What follows belongs to an exercise in optimizing a design on an open flow for small area; a production flow would make more cautious choices.
Function was checked by simulation only, so behaviour that the tests miss may differ from the original.

===== design/flow/run.sh =====
#!/bin/bash
# synth_recipe.tcl (not shown) runs the flow's synth.tcl, then flattens the netlist and writes it again
# the make line also repeats each setting of config.mk as NAME=value (left out here)
make -C /OpenROAD-flow-scripts/flow DESIGN_CONFIG=/design/flow/config.mk WORK_HOME=/design/flow/orfs CLKGATE_MAP_FILE= SYNTH_SCRIPT=/design/flow/synth_recipe.tcl finish

===== design/flow/config.mk =====
export PLATFORM = sky130hd
export DESIGN_NAME = fir
export DESIGN_NICKNAME = fir
export VERILOG_FILES = /design/flow/design.v
export SDC_FILE = /design/flow/constraint.sdc
export NUM_CORES = 4
export LEC_CHECK = 0
export CAP_MARGIN = 20
export CORE_MARGIN = 2
export CORE_UTILIZATION = 40
export SLEW_MARGIN = 20

===== design/flow/constraint.sdc =====
create_clock -name core_clock -period 8.0 [get_ports {clk}]
set_input_delay 1.6000 -clock core_clock [delete_from_list [all_inputs] [get_ports {clk}]]
set_output_delay 1.6000 -clock core_clock [all_outputs]
set_load 0.01 [all_outputs]

===== design/flow/design.v =====
`timescale 1ns / 1ps
module fir(input clk,input rst,input wire signed [15:0] x,output reg signed [31:0] y);
	parameter word_width = 16;
	parameter order = 55;
	reg signed [word_width-1:0] delay_pipeline[order:0];
	wire signed [word_width-1:0]  h[order:0];
	assign h[0] = 0;
	assign h[1] = 0;
	assign h[2] = 0;
	assign h[3] = 0;
	assign h[4] = 0;
	assign h[5] = 0;
	assign h[6] = 2956;  
	assign h[7] = 0;
	assign h[8] = -12358;  
	assign h[9] = 0;
	assign h[10] = 24967;  
	assign h[11] = 0;
	assign h[12] = -32768;  
	assign h[13] = 0;
	assign h[14] = 30525;  
	assign h[15] = 0;
	assign h[16] = -19613;  
	assign h[17] = 0;
	assign h[18] = 5890; 
	assign h[19] = 0;
	assign h[20] = 4820;  
	assign h[21] = 0;
	assign h[22] = -9700;  
	assign h[23] = 0;
	assign h[24] = 9177;  
	assign h[25] = 0;
	assign h[26] = -5513; 
	assign h[27] = 0;
	assign h[28] = 1204;  
	assign h[29] = 0;
	assign h[30] = 2009;  
	assign h[31] = 0;
	assign h[32] = -3421;  
	assign h[33] = 0;
	assign h[34] = 3184;  
	assign h[35] = 0;
	assign h[36] = -1947;  
	assign h[37] = 0;
	assign h[38] = 468;  
	assign h[39] = 0;
	assign h[40] = 665;  
	assign h[41] = 0;
	assign h[42] = -1183;  
	assign h[43] = 0;
	assign h[44] = 1114;  
	assign h[45] = 0;
	assign h[46] = -683;  
	assign h[47] = 0;
	assign h[48] = 163;  
	assign h[49] = 0;
	assign h[50] = 234;  
	assign h[51] = 0;
	assign h[52] = -414;  
	assign h[53] = 0;
	assign h[54] = 389;  
	assign h[55] = 0;
	reg signed [31:0]  product[order:0];
	reg signed [31:0]  sum_buf;	
	reg signed [15:0] data_in_buf;
	always @(posedge clk or negedge rst) begin
		if (!rst) begin
			data_in_buf <= 0;
		end
		else begin
			data_in_buf <= x;
		end
	end
	always @(posedge clk or negedge rst) begin
		if (!rst) begin
			delay_pipeline[0] <= 0 ;
			delay_pipeline[1] <= 0 ;
			delay_pipeline[2] <= 0 ;
			delay_pipeline[3] <= 0 ;
			delay_pipeline[4] <= 0 ;
			delay_pipeline[5] <= 0 ;
			delay_pipeline[6] <= 0 ;
			delay_pipeline[7] <= 0 ;
			delay_pipeline[8] <= 0 ;
			delay_pipeline[9] <= 0 ;
			delay_pipeline[10] <= 0 ;
			delay_pipeline[11] <= 0 ;
			delay_pipeline[12] <= 0 ;
			delay_pipeline[13] <= 0 ;
			delay_pipeline[14] <= 0 ;
			delay_pipeline[15] <= 0 ;
			delay_pipeline[16] <= 0 ;
			delay_pipeline[17] <= 0 ;
			delay_pipeline[18] <= 0 ;
			delay_pipeline[19] <= 0 ;
			delay_pipeline[20] <= 0 ;
			delay_pipeline[21] <= 0 ;
			delay_pipeline[22] <= 0 ;
			delay_pipeline[23] <= 0 ;
			delay_pipeline[24] <= 0 ;
			delay_pipeline[25] <= 0 ;
			delay_pipeline[26] <= 0 ;
			delay_pipeline[27] <= 0 ;
			delay_pipeline[28] <= 0 ;
			delay_pipeline[29] <= 0 ;
			delay_pipeline[30] <= 0 ;
			delay_pipeline[31] <= 0 ;
			delay_pipeline[32] <= 0 ;
			delay_pipeline[33] <= 0 ;
			delay_pipeline[34] <= 0 ;
			delay_pipeline[35] <= 0 ;
			delay_pipeline[36] <= 0 ;
			delay_pipeline[37] <= 0 ;
			delay_pipeline[38] <= 0 ;
			delay_pipeline[39] <= 0 ;
			delay_pipeline[40] <= 0 ;
			delay_pipeline[41] <= 0 ;
			delay_pipeline[42] <= 0 ;
			delay_pipeline[43] <= 0 ;
			delay_pipeline[44] <= 0 ;
			delay_pipeline[45] <= 0 ;
			delay_pipeline[46] <= 0 ;
			delay_pipeline[47] <= 0 ;
			delay_pipeline[48] <= 0 ;
			delay_pipeline[49] <= 0 ;
			delay_pipeline[50] <= 0 ;
			delay_pipeline[51] <= 0 ;
			delay_pipeline[52] <= 0 ;
			delay_pipeline[53] <= 0 ;
			delay_pipeline[54] <= 0 ;
			delay_pipeline[55] <= 0 ;
		end 
		else begin
			delay_pipeline[0] <= data_in_buf ;
			delay_pipeline[1] <= delay_pipeline[0] ;
			delay_pipeline[2] <= delay_pipeline[1] ;
			delay_pipeline[3] <= delay_pipeline[2] ;
			delay_pipeline[4] <= delay_pipeline[3] ;
			delay_pipeline[5] <= delay_pipeline[4] ;
			delay_pipeline[6] <= delay_pipeline[5] ;
			delay_pipeline[7] <= delay_pipeline[6] ;
			delay_pipeline[8] <= delay_pipeline[7] ;
			delay_pipeline[9] <= delay_pipeline[8] ;
			delay_pipeline[10] <= delay_pipeline[9] ;
			delay_pipeline[11] <= delay_pipeline[10] ;
			delay_pipeline[12] <= delay_pipeline[11] ;
			delay_pipeline[13] <= delay_pipeline[12] ;
			delay_pipeline[14] <= delay_pipeline[13] ;
			delay_pipeline[15] <= delay_pipeline[14] ;
			delay_pipeline[16] <= delay_pipeline[15] ;
			delay_pipeline[17] <= delay_pipeline[16] ;
			delay_pipeline[18] <= delay_pipeline[17] ;
			delay_pipeline[19] <= delay_pipeline[18] ;
			delay_pipeline[20] <= delay_pipeline[19] ;
			delay_pipeline[21] <= delay_pipeline[20] ;
			delay_pipeline[22] <= delay_pipeline[21] ;
			delay_pipeline[23] <= delay_pipeline[22] ;
			delay_pipeline[24] <= delay_pipeline[23] ;
			delay_pipeline[25] <= delay_pipeline[24] ;
			delay_pipeline[26] <= delay_pipeline[25] ;
			delay_pipeline[27] <= delay_pipeline[26] ;
			delay_pipeline[28] <= delay_pipeline[27] ;
			delay_pipeline[29] <= delay_pipeline[28] ;
			delay_pipeline[30] <= delay_pipeline[29] ;
			delay_pipeline[31] <= delay_pipeline[30] ;
			delay_pipeline[32] <= delay_pipeline[31] ;
			delay_pipeline[33] <= delay_pipeline[32] ;
			delay_pipeline[34] <= delay_pipeline[33] ;
			delay_pipeline[35] <= delay_pipeline[34] ;
			delay_pipeline[36] <= delay_pipeline[35] ;
			delay_pipeline[37] <= delay_pipeline[36] ;
			delay_pipeline[38] <= delay_pipeline[37] ;
			delay_pipeline[39] <= delay_pipeline[38] ;
			delay_pipeline[40] <= delay_pipeline[39] ;
			delay_pipeline[41] <= delay_pipeline[40] ;
			delay_pipeline[42] <= delay_pipeline[41] ;
			delay_pipeline[43] <= delay_pipeline[42] ;
			delay_pipeline[44] <= delay_pipeline[43] ;
			delay_pipeline[45] <= delay_pipeline[44] ;
			delay_pipeline[46] <= delay_pipeline[45] ;
			delay_pipeline[47] <= delay_pipeline[46] ;
			delay_pipeline[48] <= delay_pipeline[47] ;
			delay_pipeline[49] <= delay_pipeline[48] ;
			delay_pipeline[50] <= delay_pipeline[49] ;
			delay_pipeline[51] <= delay_pipeline[50] ;
			delay_pipeline[52] <= delay_pipeline[51] ;
			delay_pipeline[53] <= delay_pipeline[52] ;
			delay_pipeline[54] <= delay_pipeline[53] ;
			delay_pipeline[55] <= delay_pipeline[54] ;
		end
	end
always @(posedge clk or negedge rst) begin
		if (!rst) begin
			product[0] <= 0;
			product[1] <= 0;
			product[2] <= 0;
			product[3] <= 0;
			product[4] <= 0;
			product[5] <= 0;
			product[6] <= 0;
			product[7] <= 0;
			product[8] <= 0;
			product[9] <= 0;
			product[10] <= 0;
			product[11] <= 0;
			product[12] <= 0;
			product[13] <= 0;
			product[14] <= 0;
			product[15] <= 0;
			product[16] <= 0;
			product[17] <= 0;
			product[18] <= 0;
			product[19] <= 0;
			product[20] <= 0;
			product[21] <= 0;
			product[22] <= 0;
			product[23] <= 0;
			product[24] <= 0;
			product[25] <= 0;
			product[26] <= 0;
			product[27] <= 0;
			product[28] <= 0;
			product[29] <= 0;
			product[30] <= 0;
			product[31] <= 0;
			product[32] <= 0;
			product[33] <= 0;
			product[34] <= 0;
			product[35] <= 0;
			product[36] <= 0;
			product[37] <= 0;
			product[38] <= 0;
			product[39] <= 0;
			product[40] <= 0;
			product[41] <= 0;
			product[42] <= 0;
			product[43] <= 0;
			product[44] <= 0;
			product[45] <= 0;
			product[46] <= 0;
			product[47] <= 0;
			product[48] <= 0;
			product[49] <= 0;
			product[50] <= 0;
			product[51] <= 0;
			product[52] <= 0;
			product[53] <= 0;
			product[54] <= 0;
			product[55] <= 0;
		end
		else begin
			product[0] <= h[0] * delay_pipeline[0];
			product[1] <= h[1] * delay_pipeline[1];
			product[2] <= h[2] * delay_pipeline[2];
			product[3] <= h[3] * delay_pipeline[3];
			product[4] <= h[4] * delay_pipeline[4];
			product[5] <= h[5] * delay_pipeline[5];
			product[6] <= h[6] * delay_pipeline[6];
			product[7] <= h[7] * delay_pipeline[7];
			product[8] <= h[8] * delay_pipeline[8];
			product[9] <= h[9] * delay_pipeline[9];
			product[10] <= h[10] * delay_pipeline[10];
			product[11] <= h[11] * delay_pipeline[11];
			product[12] <= h[12] * delay_pipeline[12];
			product[13] <= h[13] * delay_pipeline[13];
			product[14] <= h[14] * delay_pipeline[14];
			product[15] <= h[15] * delay_pipeline[15];
			product[16] <= h[16] * delay_pipeline[16];
			product[17] <= h[17] * delay_pipeline[17];
			product[18] <= h[18] * delay_pipeline[18];
			product[19] <= h[19] * delay_pipeline[19];
			product[20] <= h[20] * delay_pipeline[20];
			product[21] <= h[21] * delay_pipeline[21];
			product[22] <= h[22] * delay_pipeline[22];
			product[23] <= h[23] * delay_pipeline[23];
			product[24] <= h[24] * delay_pipeline[24];
			product[25] <= h[25] * delay_pipeline[25];
			product[26] <= h[26] * delay_pipeline[26];
			product[27] <= h[27] * delay_pipeline[27];
			product[28] <= h[28] * delay_pipeline[28];
			product[29] <= h[29] * delay_pipeline[29];
			product[30] <= h[30] * delay_pipeline[30];
			product[31] <= h[31] * delay_pipeline[31];
			product[32] <= h[32] * delay_pipeline[32];
			product[33] <= h[33] * delay_pipeline[33];
			product[34] <= h[34] * delay_pipeline[34];
			product[35] <= h[35] * delay_pipeline[35];
			product[36] <= h[36] * delay_pipeline[36];
			product[37] <= h[37] * delay_pipeline[37];
			product[38] <= h[38] * delay_pipeline[38];
			product[39] <= h[39] * delay_pipeline[39];
			product[40] <= h[40] * delay_pipeline[40];
			product[41] <= h[41] * delay_pipeline[41];
			product[42] <= h[42] * delay_pipeline[42];
			product[43] <= h[43] * delay_pipeline[43];
			product[44] <= h[44] * delay_pipeline[44];
			product[45] <= h[45] * delay_pipeline[45];
			product[46] <= h[46] * delay_pipeline[46];
			product[47] <= h[47] * delay_pipeline[47];
			product[48] <= h[48] * delay_pipeline[48];
			product[49] <= h[49] * delay_pipeline[49];
			product[50] <= h[50] * delay_pipeline[50];
			product[51] <= h[51] * delay_pipeline[51];
			product[52] <= h[52] * delay_pipeline[52];
			product[53] <= h[53] * delay_pipeline[53];
			product[54] <= h[54] * delay_pipeline[54];
			product[55] <= h[55] * delay_pipeline[55];
		end
	end
	always @(posedge clk or negedge rst) begin
		if (!rst) begin
			sum_buf <= 0;
		end
		else begin
			sum_buf <= product[0] + product[1]+ product[2]+ product[3]+ product[4]
			+ product[5]+ product[6]+ product[7]+ product[8]+ product[9]+ product[10]
			+ product[11]+ product[12]+ product[13]+ product[14]+ product[15]+ product[16]
			+ product[17]+ product[18]+ product[19]+ product[20]+ product[21]+ product[22]
			+ product[23]+ product[24]+ product[25]+ product[26]+ product[27]+ product[28]
			+ product[29]+ product[30]+ product[31]+ product[32]+ product[33]+ product[34]
			+ product[35]+ product[36]+ product[37]+ product[38]+ product[39]+ product[40]
			+ product[41]+ product[42]+ product[43]+ product[44]+ product[45]+ product[46]
			+ product[47]+ product[48]+ product[49]+ product[50] + product[51] + product[52]
			+ product[53] + product[54]+product[55];
		end
	end
	always @(*) begin
		if (!rst) begin
			y = 0;
		end
		else begin
			y = sum_buf;
		end
	end
endmodule

==> flow_metrics.py <==
metrics = {
    "worst_setup_path": {
        "cp_max_fo": 3,
        "cp.required_ns": 8.78,
        "worstSetupEndpointType": "flip-flop",
        "path_class": "flip-flop to flip-flop",
        "cp.arrival_ns": 7.98,
        "start_kind": "flip-flop",
    },
    "yosys": {
        "synthAdderAreaFrac_pct": 50.05,
        "synth_xor_xnor_area_share_pct": 4.008,
        "syn_area_mm2": 0.1433,
        "syn_nets": 16950,
        "async_reset_ff_share_pct": 100.0,
        "synth_compound_area_share_pct": 5.400,
        "yosys_warnings": 3,
        "synthCells": 12460,
        "yosys.area_share.simple_pct": 4.310,
        "synth_mux_area_share_pct": 0.3788,
        "synth_top_family_by_area": "adder cells",
        "synth_seq_area_share_pct": 27.27,
        "syn_area_per_cell_um2": 11.51,
        "synth_cell_types": 87,
        "synth-main-ff-cell": "dfrtp_1",
        "ys_ff_latch": 1562,
        "synth-edff-count": 0,
    },
    "cts": {
        "cts.sink_count": 1562,
        "hold_buffers": 0,
        "clock_path_buffers": 4,
        "cts.clk_slew.worst_paths_ns": 0.06,
        "tritoncts": "done",
        "cts_setup_buffers": 0,
        "h-tree-depth": 4,
        "cts-root-buf": "clkbuf_16",
        "cts_buffers": 185,
        "insertion_delay_ns": 0.90,
        "cts_resized": 0,
    },
    "die": {
        "fp-row-count": 219,
        "dieWidth_um": 602.6,
        "core_mm2": 0.3562,
        "die_h_um": 602.6,
        "die_area_mm2": 0.3631,
        "initial_core_util_pct": 40.24,
        "io_pins": 50,
    },
    "timing": {
        "max_freq_mhz": 138.9,
        "fin_setup_tns_ns": 0,
        "worst_pin_slew_ns": 1.041,
        "hold_viol": 0,
        "setup-violations-final": 0,
        "slew_headroom_pct": 30.57,
        "slew_viol_final": 0,
        "whs_ns": 0.2948,
        "rsz0062_at_grt": "false",
        "skew_ns": 0.07066,
        "period_needed_ns": 7.197,
        "post-route-period-util_pct": 89.97,
    },
    "global_routing": {
        "grt_max_degree": 181,
        "grt_overflow": 0,
        "grt_usage_pct": 19.56,
        "grt_pass1_vias": 89510,
        "grt_pass1_wl_mm": 537.1,
        "antenna_found_initial": 41,
    },
    "placement": {
        "dp.final_hpwl_mm": 290.3,
        "port_buffers": 49,
        "place.gp.congestion": 0.9238,
    },
    "detailed_routing": {
        "vias_per_cell": 4.751,
        "drtIter0Drc": 4690,
        "drc": 0,
        "wire_per_inst_um": 19.40,
        "num_vias": 83710,
        "dr.pass1.iters": 8,
        "drtAntennaViolNets": 0,
        "routed_wl_mm": 341.7,
    },
    "run_status": {
        "status": "timing/DRC/antenna clean",
    },
    "layout": {
        "drive_gt1_share_pct": 3.470,
        "n_fill_cell": 33460,
        "syn2layout_area_growth_pct": 9.198,
        "nets": 17200,
    },
    "min_path": {
        "hold_class": "flip-flop to flip-flop",
    },
    "flow_run": {
        "cap_violations": 0,
    },
}
==> cells in the mapped netlist (8+ instances only) <==
master     count  area, um^2
a2111oi_0     11       96.34
a211o_1       26       227.7
a211oi_1      61       457.9
a21boi_0      15       112.6
a21o_1       116       870.8
a21oi_1      363        1817
a311oi_1       9       78.83
a31o_2        19       166.4
a31oi_1       36       225.2
a41oi_1        9       78.83
and2_1        72       450.4
and3_1        67       419.2
clkbuf_1      18       67.56
dfrtp_1     1562       39090
fa_1        2092       41880
ha_1        2386       29850
inv_1       3257       12230
mux2_2        18       202.7
mux2i_1       34       340.3
nand2_1      224       840.8
nand2b_1      66       412.9
nand3_1      103       515.5
nand4_1       21       131.4
nor2_1       358        1344
nor2b_1       59       369.1
nor3_1       148       740.7
nor3b_1        9       67.56
nor4_1        16       100.1
o2111ai_1      8       70.07
o211ai_1      42       315.3
o21a_1        67       503.0
o21ai_0      201        1006
o21ai_1        9       45.04
o21bai_1      39       292.8
o31a_1         9       78.83
o31ai_1       31       232.7
o41ai_1        9       78.83
or2_2         38       237.7
or3_1         49       306.5
or4_1          8       60.06
xnor2_1      496        4344
xor2_1       160        1401
==> placed cells by master, fill, tap and decap left out, types with 34 or more instances in the layout <==
cell and instances:
dfrtp_1 1562, a31oi_1 36, and3_1 67, xor2_1 160
nand2b_1 66, o211ai_1 42, clkdlybuf4s50_1 48, and2_1 72
clkbuf_16 188, o21a_1 67, inv_1 3257, a21o_1 116
fa_1 2092, mux2i_1 34, ha_1 2386, nand2_1 224
xnor2_1 496, nand3_1 103, nor2_1 358, o21ai_0 201
nor2b_1 59, nor3_1 148, or2_2 38, or3_1 49
a21oi_1 363, o21bai_1 39, a211oi_1 61
==> final cells by class <==
type                            count  area, um^2  area share (%)
Timing Repair Buffer               81       810.8          0.5180
Clock inverter                     91        1270          0.8114
Antenna cell                       13       32.53         0.02078
Clock buffer                      245        5209           3.328
Tap cell                         4751        5944           3.798
Multi-Input combinational cell   7617       91940           58.74
Inverter                         3257       12230           7.811
Sequential cell                  1562       39090           24.97
==> worst paths after layout <==
path / start / end / slack, ns / cells after the start
min in group asynchronous: rst / delay_pipeline[31][15] / 0.66 / 1
worst max-delay path: delay_pipeline[53][3] / sum_buf[28] / 0.80 / 22
worst min register to register: delay_pipeline[21][2] / delay_pipeline[22][2] / 0.29 / 0
worst min-delay path: delay_pipeline[21][2] / delay_pipeline[22][2] / 0.29 / 0
worst max register to register: delay_pipeline[53][3] / sum_buf[28] / 0.80 / 22
max in group asynchronous: rst / product[14][7] / 4.57 / 4
==> cells by family (layout without fill, tap and decap cells) <==
family	Yosys count	in the layout
fa+ha+maj	4478	4478
buf+inv	3279	3674
mux	52	52
flops	1562	1562
compound gates	1172	1172
xor+xnor	656	656
other cells	0	13
simple gates	1259	1259
==> per-layer routing <==
layer | vias to the layer above | global-route usage [%] | share of wire, %
met1 | 42570 | 26.76 | 45
met4 | 8 | 5.991 | 3.5
li1 | 39430 | - | -
met2 | 1281 | 31.74 | 47
met3 | 423 | 3.346 | 5.3
met5 | - | 0 | 0.016
==> stage by stage <==
stage | utilization [%] | worst slack, ns | std cells | instance area, um^2
6_report | 43.94 | 0.8026 | 17620 | 156500
5_1_grt | 43.93 | 0.4601 | 17610 | 156500
4_1_cts | 43.93 | 0.8436 | 17600 | 156500
3_5_place_dp | 42.11 | 0.8977 | 17270 | 150000
3_3_place_gp | 42.11 | 0.8533 | 17270 | 150000
2_1_floorplan | - | 1.506 | 12460 | 143300
==> registers in the layout, summed over array words and instances (netlist names) <==
register,cells
data_in_buf,16
product,634
delay_pipeline,880
sum_buf,32
==> critical path: stages (launching register included) <==
cell and delay [ns]:
dfrtp_1 0.41, fa_1 0.54, inv_1 0.07, fa_1 0.55, fa_1 0.54, fa_1 0.52, inv_1 0.05, fa_1 0.49
fa_1 0.49, inv_1 0.05, fa_1 0.48, inv_1 0.04, ha_1 0.22, fa_1 0.46, a21o_1 0.22, a211oi_1 0.44
o211ai_1 0.17, nand3_1 0.19, o211ai_1 0.16, a31o_2 0.31, a311oi_1 0.38, nor2_1 0.13, xor2_1 0.16

[afterwards: timing with drivers on the ports]
No port has a modelled driver above. Below, the same layout with a new extraction and two added sets of constraints. Step 1 (the two cells are an assumption about what drives the block):
set clk [get_ports {clk}]
set_driving_cell -lib_cell sky130_fd_sc_hd__clkbuf_16 $clk
set_driving_cell -lib_cell sky130_fd_sc_hd__buf_2 [delete_from_list [all_inputs] $clk]
Step 2 moves the port delays by t, midway between the first and last clock arrival at a register: inputs arrive t later, outputs are due t later. That takes back most of the time a late clock gives input paths. Three values: no drivers, after step 1, after step 2; two values: the first two.
shift t [ns]: 0.969
setup WS [ns]: 0.803 / 0.803 / 0.803
worst data-port slew with drivers (ns): 0.08
pins driven straight from the clock port: 1
After both steps this run still meets setup and hold. The setup slack of this run moves by 0.000 ns with the drivers and by 0.000 ns with both steps.
